Source: an optimization exercise on an open RTL-to-GDS flow (aim: small area). Production flows keep margins and buffers that such runs may drop. At most, simulation tests tie the RTL to the original design; equivalence was not proved.

==> pepper: inputs <==
==> flow/design.v <==
module scanner (address, data_out, start_scan, data_in, ready_second_buffer, start_second_buffer,
				ready_to_transfer, transfer, flush_signal, state, wr_en, read_inc, clk, rst);
	output reg [2:0] state;
	output wire [7:0] data_out;
	output reg [3:0] address;
	output wire ready_second_buffer, start_second_buffer, ready_to_transfer;
	input [7:0] data_in;
	input start_scan, transfer, flush_signal, clk, rst;
	input wr_en, read_inc;
	parameter lowPower = 3'b000, active = 3'b001, standby = 3'b010, idle = 3'b011, flush = 3'b100, transtage = 3'b101;
	reg [2:0] next;
	reg [1:0] level;
	assign ready_to_transfer = level[1] | level[0];
	assign ready_second_buffer = level[1];
	assign start_second_buffer = level[1] & level[0];
	reg [3:0] read_address;
	reg mem_rst, read_inc_delayed, read_inc_edge;
	reg wr_en_delayed, wr_en_edge;
	reg [7:0] m [0:9];
	wire go_to_standby = ready_second_buffer;
	wire rd_end = read_address[3] & read_address[1];
	wire [7:0] wdata = data_in & {8{mem_rst}};
	wire wr = wr_en_edge & wr_en;
	assign data_out = read_address[3] ? (read_address[1] ? 8'd0 : read_address[0] ? m[9] : m[8])
	                                  : m[read_address[2:0]];
	always @(posedge clk) begin
		if (~mem_rst) begin
			wr_en_delayed <= 1'b0;
			wr_en_edge <= 1'b0;
			address <= 4'd0;
		end else begin
			wr_en_delayed <= wr_en;
			wr_en_edge <= wr_en ^ wr_en_delayed;
			if (wr_en_edge & ~wr_en)
				address <= address + 1'd1;
		end
	end
	genvar g;
	generate for (g = 0; g < 10; g = g + 1) begin : mem
		always @(posedge clk)
			if (~mem_rst | (wr & (address == g)))
				m[g] <= wdata;
	end endgenerate
	always @(posedge clk) begin
		if (~rst) begin
			state <= lowPower;
			mem_rst <= 1'b0;
		end else begin
			state <= next;
			mem_rst <= state[1] | state[0];
		end
	end
	always @(posedge clk) begin
		read_inc_delayed <= read_inc;
		read_inc_edge <= read_inc ^ read_inc_delayed;
	end
	wire st_low = ~state[2] & ~state[1] & ~state[0];
	wire st_active = ~state[2] & ~state[1] & state[0];
	wire st_standby = state[1] & ~state[0];
	wire st_idle = state[1] & state[0];
	wire st_flush = state[2] & ~state[1] & ~state[0];
	wire st_trans = state[2] & ~state[1] & state[0];
	always @(posedge clk) begin
		if (~rst) begin
			level <= 2'd0;
			read_address <= 4'b0;
			next <= lowPower;
		end else begin
			if (st_low) begin
				level <= 2'd0;
				read_address <= 4'b0;
				if (start_scan && transfer == 1'b0)
					next <= active;
				else if (go_to_standby)
					next <= standby;
				else
					next <= lowPower;
			end
			if (st_active) begin
				if (transfer)
					next <= transtage;
				else if (address == 4'd10)
					next <= idle;
				else
					next <= active;
				if (address >= 4'd8)
					level <= 2'd3;
				else if (address >= 4'd7 && level != 2'd3)
					level <= 2'd2;
			end
			if (st_standby) begin
				if (start_scan && transfer == 1'b0)
					next <= active;
				else
					next <= standby;
			end
			if (st_idle) begin
				level <= 2'd1;
				if (transfer)
					next <= transtage;
				else if (flush_signal)
					next <= flush;
				else
					next <= idle;
			end
			if (st_flush) begin
				if (address == 4'd0)
					next <= lowPower;
				else
					next <= flush;
			end
			if (st_trans) begin
				if (rd_end)
					next <= lowPower;
				else begin
					next <= transtage;
					if (read_inc_edge && read_inc)
						read_address <= read_address + 1'b1;
				end
			end
		end
	end
endmodule
module top (data_out1, data_out2, state, state2, ready_to_transfer, ready_to_transfer2,
			data_in1, data_in2, start_scan, transfer_input, wr_en1, read_inc1, wr_en2, read_inc2, clk, rst);
	output [2:0] state, state2;
	output ready_to_transfer, ready_to_transfer2;
	output wire [7:0] data_out1, data_out2;
	input [7:0] data_in1, data_in2;
	input start_scan, transfer_input, wr_en1, read_inc1, wr_en2, read_inc2, clk, rst;
	wire start_second_buffer, ready_second_buffer;
	wire start_first_buffer, ready_first_buffer;
	wire [3:0] address1, address2;
	reg flush_signal, flush_signal2, transfer, transfer2;
	scanner scan (address1, data_out1, start_scan | start_first_buffer, data_in1, ready_second_buffer, start_second_buffer, ready_to_transfer, transfer, flush_signal, state, wr_en1, read_inc1, clk, rst);
	scanner scan2 (address2, data_out2, start_second_buffer, data_in2, ready_first_buffer, start_first_buffer, ready_to_transfer2, transfer2, flush_signal2, state2, wr_en2, read_inc2, clk, rst);
	always @(posedge clk) begin
		if (~rst) begin
			transfer <= 1'b0;
			transfer2 <= 1'b0;
			flush_signal <= 1'b0;
			flush_signal2 <= 1'b0;
		end else begin
			if (ready_to_transfer && transfer_input) transfer <= 1'b1;
			else if (address1 == 4'b0) transfer <= 1'b0;
			if (ready_to_transfer2 && transfer_input) transfer2 <= 1'b1;
			else if (address2 == 4'b0) transfer2 <= 1'b0;
			flush_signal <= (address2 >= 4'd4) && (address1 >= 4'd9);
			flush_signal2 <= (address1 >= 4'd4) && (address2 >= 4'd9);
		end
	end
endmodule
module serial_out(bit_out, char_sent, trans_en, load, data_in, tick, shift_t, clk, rst);
	output reg bit_out;
	output wire char_sent;
	input trans_en, load, tick, shift_t, clk, rst;
	input [7:0] data_in;
	reg [3:0] BSC;
	reg [3:0] BIC;
	reg [9:0] bitShift;
	wire parity = ^data_in;
	wire sr_shift = shift_t & (BSC == 4'b1111);
	assign char_sent = BIC[3] & BIC[2];
	always @(posedge clk) begin
		if (~rst) begin
			BSC <= 4'b0;
			BIC <= 4'd0;
		end else if (tick) begin
			if (~trans_en) begin
				BSC <= 4'b0;
				BIC <= 4'd0;
			end else begin
				BSC <= BSC + 1'b1;
				if (BIC >= 4'd11)
					BIC <= 4'd12;
				else if (BSC == 4'b1111)
					BIC <= BIC + 4'd1;
			end
		end
	end
	always @(posedge clk) begin
		if (~rst) begin
			bitShift <= 10'h3ff;
			bit_out <= 1'b1;
		end else begin
			if (load)
				bitShift <= {parity, data_in, 1'b0};
			else if (sr_shift)
				bitShift <= {1'b1, bitShift[9:1]};
			if (sr_shift)
				bit_out <= bitShift[0];
		end
	end
endmodule
module serial_in(data_out, char_received, ser_data_in, tick, shift_t, clk, rst);
	output [7:0] data_out;
	output wire char_received;
	input ser_data_in, tick, shift_t, clk, rst;
	reg en;
	reg [3:0] BSC;
	reg [3:0] BIC;
	reg [10:1] bitShift;
	wire sr_shift = shift_t & (BSC == 4'b0111);
	assign char_received = BIC[3] & BIC[2];
	assign data_out = bitShift[8:1];
	always @(posedge clk) begin
		if (~rst)
			en <= 1'b0;
		else if (char_received)
			en <= 1'b0;
		else if (~ser_data_in)
			en <= 1'b1;
	end
	always @(posedge clk) begin
		if (~rst) begin
			BSC <= 4'b0;
			BIC <= 4'd0;
		end else if (tick) begin
			if (~en) begin
				BSC <= 4'b0;
				BIC <= 4'd0;
			end else begin
				BSC <= BSC + 1'b1;
				if (BIC >= 4'd11)
					BIC <= 4'd12;
				else if (BSC == 4'b1111)
					BIC <= BIC + 4'd1;
			end
		end
	end
	always @(posedge clk) begin
		if (~rst)
			bitShift <= 10'h3ff;
		else if (sr_shift)
			bitShift <= {ser_data_in, bitShift[10:2]};
	end
endmodule
module network_sys(ready_to_transfer_in_0, ready_to_transfer_in_1, cpu_data_in_0, cpu_data_in_1, char_received, char_sent, net_data_in,
		ser_data_out, state, state2, hex0, hex1, hex2, hex3,
		ser_data_in, scanner_rst, start_scanning, start_transfer, cpu_data_out_0, cpu_data_out_1, wr_en1, wr_en2, read_inc1, read_inc2,
		trans_en, load, net_data_out, clk, rst);
	output wire [2:0] state, state2;
	output ready_to_transfer_in_0, ready_to_transfer_in_1;
	output ser_data_out;
	output wire [7:0] cpu_data_in_0, cpu_data_in_1;
	output wire char_received, char_sent;
	output wire [7:0] net_data_in;
	output wire [6:0] hex0, hex1, hex2, hex3;
	input clk, rst, ser_data_in;
	input scanner_rst, start_scanning, start_transfer;
	input [7:0] cpu_data_out_0, cpu_data_out_1;
	input wr_en1, wr_en2, read_inc1, read_inc2;
	input trans_en, load;
	input [7:0] net_data_out;
	wire scan_rst = rst & scanner_rst;
	top top(
		.data_out1(cpu_data_in_0), .data_out2(cpu_data_in_1),
		.state(state), .state2(state2),
		.ready_to_transfer(ready_to_transfer_in_0), .ready_to_transfer2(ready_to_transfer_in_1),
		.data_in1(cpu_data_out_0), .data_in2(cpu_data_out_1),
		.start_scan(start_scanning), .transfer_input(start_transfer),
		.wr_en1(wr_en1), .read_inc1(read_inc1), .wr_en2(wr_en2), .read_inc2(read_inc2),
		.clk(clk), .rst(scan_rst));
	reg [7:0] tBase;
	always @(posedge clk)
		if (~rst) tBase <= 8'd0;
		else tBase <= tBase + 1'b1;
	wire tick = (tBase == 8'd127);
	wire shift_t = (tBase == 8'd129);
	serial_out ser_out (ser_data_out, char_sent, trans_en, load, net_data_out, tick, shift_t, clk, rst);
	serial_in ser_in (net_data_in, char_received, ser_data_in, tick, shift_t, clk, rst);
	function [3:0] digit;
		input [7:0] n;
		reg [2:0] r;
		begin
			r = n[7:1] % 7'd5;
			digit = {(r == 3'd2) | (r == 3'd3), (r == 3'd1) | (r == 3'd2),
				(r == 3'd1) | (r == 3'd2) | (r == 3'd4), n[0]};
		end
	endfunction
	function [6:0] seg;
		input [3:0] c;
		begin
			seg[0] = (~c[3] & ~c[1] & c[0]) | (c[3] & c[2] & ~c[0]);
			seg[1] = (c[3] & ~c[2] & ~c[0]) | (c[3] & c[2] & c[0]);
			seg[2] = (~c[3] & c[2] & ~c[0]);
			seg[3] = (c[3] & c[2] & ~c[0]) | (~c[2] & c[0]);
			seg[4] = (c[3] & c[2]) | c[0];
			seg[5] = (~c[3] & c[2]) | (~c[1] & c[0]);
			seg[6] = ~((c[3] & ~c[0]) | c[1]);
		end
	endfunction
	reg [3:0] d0, d1, d2, d3;
	always @(posedge clk) begin
		d0 <= digit(cpu_data_in_0);
		d1 <= digit(cpu_data_out_0);
		d2 <= digit(cpu_data_in_1);
		d3 <= digit(cpu_data_out_1);
	end
	assign hex0 = seg(d0);
	assign hex1 = seg(d1);
	assign hex2 = seg(d2);
	assign hex3 = seg(d3);
endmodule
==> flow/flow/run.sh <==
#!/bin/bash
# Own layout flow: the standard flow, except
#  - synthesis maps the logic with flow/abc.script and without ORFS's adder cells
#    (registers come out exactly as in the standard synthesis);
#  - the port buffers are the smallest buffer, sky130_fd_sc_hd__buf_1.
# Each tool's output goes to its own log in this folder.
set -euo pipefail
export OWN_WORK=$(pwd)
export OWN_ABC_SCRIPT=$OWN_WORK/flow/abc.script
sed -e "s#SYNTH_SCRIPT=[^ ]*#SYNTH_SCRIPT=$OWN_WORK/flow/synth.tcl ADDER_MAP_FILE=#" standard.sh > own_synth.sh
bash own_synth.sh synth > synth.log 2>&1
export BUFFER_PORTS_ARGS="-buffer_cell sky130_fd_sc_hd__buf_1"
export CTS_ARGS="-sink_clustering_enable -repair_clock_nets -dont_use_dummy_load -buf_list {sky130_fd_sc_hd__clkbuf_4 sky130_fd_sc_hd__clkbuf_8} -sink_clustering_size 12 -sink_clustering_max_diameter 50"
bash standard.sh > layout.log 2>&1
==> flow/flow/abc.script <==
&get -n
&deepsyn -T 120
&put
dch
amap
==> flow/flow/synth.tcl <==
# Standard synthesis (synth_recipe.tcl), with the final ABC technology mapping
# run through our own area script (deepsyn) instead of ORFS's.
proc abc {args} {
  set i [lsearch -exact $args -script]
  if { $i >= 0 } {
    lset args [expr {$i + 1}] $::env(OWN_ABC_SCRIPT)
  }
  puts "own abc: $args"
  yosys abc {*}$args
}
source $::env(OWN_WORK)/synth_recipe.tcl
==> flow/standard.sh <==
#!/bin/bash
# synth_recipe.tcl (not shown) runs the flow's synth.tcl, then flattens the netlist and writes it again
# the make line also repeats each setting of config.mk as NAME=value (left out here)
make -C /OpenROAD-flow-scripts/flow DESIGN_CONFIG=/design/flow/config.mk WORK_HOME=/design/flow/orfs CLKGATE_MAP_FILE= SYNTH_SCRIPT=/design/flow/synth_recipe.tcl "${@:-finish}"
==> flow/config.mk <==
export PLATFORM = sky130hd
export DESIGN_NAME = network_sys
export DESIGN_NICKNAME = network_sys
export VERILOG_FILES = /design/flow/design.v
export SDC_FILE = /design/flow/constraint.sdc
export NUM_CORES = 4
export LEC_CHECK = 0
export ABC_AREA = 1
export CAP_MARGIN = 20
export CORE_MARGIN = 2
export CORE_UTILIZATION = 60
export CTS_BUF_LIST = sky130_fd_sc_hd__clkbuf_2 sky130_fd_sc_hd__clkbuf_4 sky130_fd_sc_hd__clkbuf_8
export PLACE_DENSITY = 0.7
export SLEW_MARGIN = 20
==> flow/constraint.sdc <==
create_clock -name core_clock -period 10.0 [get_ports {clk}]
set_input_delay 2.0000 -clock core_clock [delete_from_list [all_inputs] [get_ports {clk}]]
set_output_delay 2.0000 -clock core_clock [all_outputs]
set_load 0.01 [all_outputs]
==> indigo: changes against pepper <==
==> flow/design.v, changed modules only <==
module scanner (address, data_out, start_scan, data_in, ready_second_buffer, start_second_buffer,
				ready_to_transfer, transfer, flush_signal, state, wr_en, read_inc, clk, rst);
	output reg [2:0] state;
	output wire [7:0] data_out;
	output reg [3:0] address;
	output reg ready_second_buffer, start_second_buffer, ready_to_transfer;
	input [7:0] data_in;
	input start_scan, transfer, flush_signal, clk, rst;
	input wr_en, read_inc;
	parameter lowPower = 3'b000, active = 3'b001, standby = 3'b010, idle = 3'b011, flush = 3'b100, transtage = 3'b101;
	reg [2:0] next;
	reg [3:0] read_address;
	reg mem_rst, read_inc_delayed, read_inc_edge;
	reg wr_en_delayed, wr_en_edge;
	reg [7:0] m [0:9];
	wire go_to_standby = ready_second_buffer;
	wire rd_end = (read_address > 4'd9);
	wire [7:0] wdata = data_in & {8{mem_rst}};
	wire wr = wr_en_edge & wr_en;
	assign data_out = rd_end ? 8'd0 : m[read_address];
	always @(posedge clk) begin
		if (~mem_rst) begin
			wr_en_delayed <= 1'b0;
			wr_en_edge <= 1'b0;
			address <= 4'd0;
		end else begin
			wr_en_delayed <= wr_en;
			wr_en_edge <= wr_en ^ wr_en_delayed;
			if (wr_en_edge & ~wr_en)
				address <= address + 1'd1;
		end
	end
	genvar g;
	generate for (g = 0; g < 10; g = g + 1) begin : mem
		always @(posedge clk)
			if (~mem_rst | (wr & (address == g)))
				m[g] <= wdata;
	end endgenerate
	always @(posedge clk) begin
		if (~rst) begin
			state <= lowPower;
			read_inc_delayed <= 1'b0;
			read_inc_edge <= 1'b0;
			mem_rst <= 1'b0;
		end else begin
			state <= next;
			read_inc_delayed <= read_inc;
			read_inc_edge <= read_inc ^ read_inc_delayed;
			mem_rst <= state[1] | state[0];
		end
	end
	always @(posedge clk) begin
		if (~rst) begin
			ready_to_transfer <= 1'b0;
			ready_second_buffer <= 1'b0;
			start_second_buffer <= 1'b0;
			read_address <= 4'b0;
			next <= lowPower;
		end else
		case (state)
			lowPower: 	begin
							ready_to_transfer <= 1'b0;
							ready_second_buffer <= 1'b0;
							start_second_buffer <= 1'b0;
							read_address <= 4'b0;
							if (start_scan && transfer == 1'b0)
								next <= active;
							else if (go_to_standby)
								next <= standby;
							else
								next <= lowPower;
						end
			active:		begin
							if (transfer)
								next <= transtage;
							else if (address == 4'd10)
								next <= idle;
							else
								next <= active;
							if (address >= 4'd7) begin
								ready_to_transfer <= 1'b1;
								ready_second_buffer <= 1'b1;
							end
							if (address >= 4'd8)
								start_second_buffer <= 1'b1;
						end
			standby: 	begin
							if (start_scan && transfer == 1'b0)
								next <= active;
							else
								next <= standby;
						end
			idle: 		begin
							ready_second_buffer <= 1'b0;
							start_second_buffer <= 1'b0;
							ready_to_transfer <= 1'b1;
							if (transfer)
								next <= transtage;
							else if (flush_signal)
								next <= flush;
							else
								next <= idle;
						end
			flush: 		begin
							if (address == 4'd0)
								next <= lowPower;
							else
								next <= flush;
						end
			transtage : begin
							if (rd_end)
								next <= lowPower;
							else begin
								next <= transtage;
								if (read_inc_edge && read_inc)
									read_address <= read_address + 1'b1;
							end
						end
			default: ;
		endcase
	end
endmodule
module network_sys(ready_to_transfer_in_0, ready_to_transfer_in_1, cpu_data_in_0, cpu_data_in_1, char_received, char_sent, net_data_in,
		ser_data_out, state, state2, hex0, hex1, hex2, hex3,
		ser_data_in, scanner_rst, start_scanning, start_transfer, cpu_data_out_0, cpu_data_out_1, wr_en1, wr_en2, read_inc1, read_inc2,
		trans_en, load, net_data_out, clk, rst);
	output wire [2:0] state, state2;
	output ready_to_transfer_in_0, ready_to_transfer_in_1;
	output ser_data_out;
	output wire [7:0] cpu_data_in_0, cpu_data_in_1;
	output wire char_received, char_sent;
	output wire [7:0] net_data_in;
	output wire [6:0] hex0, hex1, hex2, hex3;
	input clk, rst, ser_data_in;
	input scanner_rst, start_scanning, start_transfer;
	input [7:0] cpu_data_out_0, cpu_data_out_1;
	input wr_en1, wr_en2, read_inc1, read_inc2;
	input trans_en, load;
	input [7:0] net_data_out;
	wire scan_rst = rst & scanner_rst;
	top top(
		.data_out1(cpu_data_in_0), .data_out2(cpu_data_in_1),
		.state(state), .state2(state2),
		.ready_to_transfer(ready_to_transfer_in_0), .ready_to_transfer2(ready_to_transfer_in_1),
		.data_in1(cpu_data_out_0), .data_in2(cpu_data_out_1),
		.start_scan(start_scanning), .transfer_input(start_transfer),
		.wr_en1(wr_en1), .read_inc1(read_inc1), .wr_en2(wr_en2), .read_inc2(read_inc2),
		.clk(clk), .rst(scan_rst));
	reg [7:0] tBase;
	always @(posedge clk)
		if (~rst) tBase <= 8'd0;
		else tBase <= tBase + 1'b1;
	wire tick = (tBase == 8'd127);
	wire shift_t = (tBase == 8'd129);
	serial_out ser_out (ser_data_out, char_sent, trans_en, load, net_data_out, tick, shift_t, clk, rst);
	serial_in ser_in (net_data_in, char_received, ser_data_in, tick, shift_t, clk, rst);
	function [3:0] ones;
		input [7:0] n;
		ones = {n[7:1] % 7'd5, n[0]};
	endfunction
	function [6:0] seg;
		input [3:0] d;
		case (d)
			4'd0: seg = 7'b1000000;
			4'd1: seg = 7'b1111001;
			4'd2: seg = 7'b0100100;
			4'd3: seg = 7'b0110000;
			4'd4: seg = 7'b0011001;
			4'd5: seg = 7'b0010010;
			4'd6: seg = 7'b0000010;
			4'd7: seg = 7'b1111000;
			4'd8: seg = 7'b0000000;
			4'd9: seg = 7'b0011000;
			default: seg = 7'b1111111;
		endcase
	endfunction
	reg [3:0] d0, d1, d2, d3;
	always @(posedge clk) begin
		d0 <= ones(cpu_data_in_0);
		d1 <= ones(cpu_data_out_0);
		d2 <= ones(cpu_data_in_1);
		d3 <= ones(cpu_data_out_1);
	end
	assign hex0 = seg(d0);
	assign hex1 = seg(d1);
	assign hex2 = seg(d2);
	assign hex3 = seg(d3);
endmodule
--- a/flow/flow/run.sh
+++ b/flow/flow/run.sh
@@ -11,4 +11,3 @@
 bash own_synth.sh synth > synth.log 2>&1
 export BUFFER_PORTS_ARGS="-buffer_cell sky130_fd_sc_hd__buf_1"
-export CTS_ARGS="-sink_clustering_enable -repair_clock_nets -dont_use_dummy_load -buf_list {sky130_fd_sc_hd__clkbuf_4 sky130_fd_sc_hd__clkbuf_8} -sink_clustering_size 12 -sink_clustering_max_diameter 50"
 bash standard.sh > layout.log 2>&1
==> flow/flow/abc.script (replaced) <==
&get -n
&deepsyn -T 120
&put
dch
map -a
topo
stime -c
buffer -c
upsize -c
dnsize -c
==> flow/flow/synth.tcl (replaced) <==
# Standard synthesis (synth_recipe.tcl), with the final ABC technology mapping
# run through our own area script (deepsyn) instead of ORFS's.
rename abc __orfs_abc
proc abc {args} {
  set i [lsearch -exact $args -script]
  if { $i >= 0 } {
    lset args [expr {$i + 1}] $::env(OWN_ABC_SCRIPT)
  }
  puts "own abc: $args"
  __orfs_abc {*}$args
}
source $::env(OWN_WORK)/synth_recipe.tcl
==> results.toml <==
[place]
gp_congestion = 0.843

[timing]
fin_hold_ws_ps = 433

[run_status]
status = "no timing/DRC/antenna violations"

[setup_path]
timing.rr.start = "top.scan2.read_address[1]$_SDFF_PN0_"
path_depth = 6

[final_layout]
reg_top3 = "top.scan.m: 80 flops, top.scan2.m: 80 flops"
Source of the figures above: pepper

==> results.toml <==
[run_status]
status = "did not finish"
haltStage = "synthesis (1_2_yosys)"
stop_error = "ERROR: TCL interpreter returned an error: can't rename \"abc\": command doesn't exist"

[synth]
yosysWarnings = 6
Source of the figures above: indigo

For indigo, only the layout was checked, not whether the RTL still works.

## port drivers added, routing unchanged
The results above use ideal ports. As a check the final layout listed here was re-extracted and re-timed, cells and wires unchanged. Step 1: set_driving_cell puts a clkbuf_16 on clk and a buf_2 on each other input, an assumption about the parent block. Step 2 adds t to the input delays and takes it off the output delays; t is the mean of the earliest and latest rising clock arrival at the registers after step 1. Input paths then give back, and output paths get back, about the clock's delay inside the block. Slacks: no drivers / after step 1 / after step 2; pairs: no drivers / after step 1.
run: pepper
shift t [ns]: 0.579
slack for setup (ns): 5.018 / 4.977 / 5.556
worst data-port slew with drivers (ns): 0.04
cell pins on the clock port's net: 1
After both steps setup and hold are still met in pepper. For pepper, drivers alone change the setup slack by -0.041 ns; drivers and shift together by +0.538 ns.
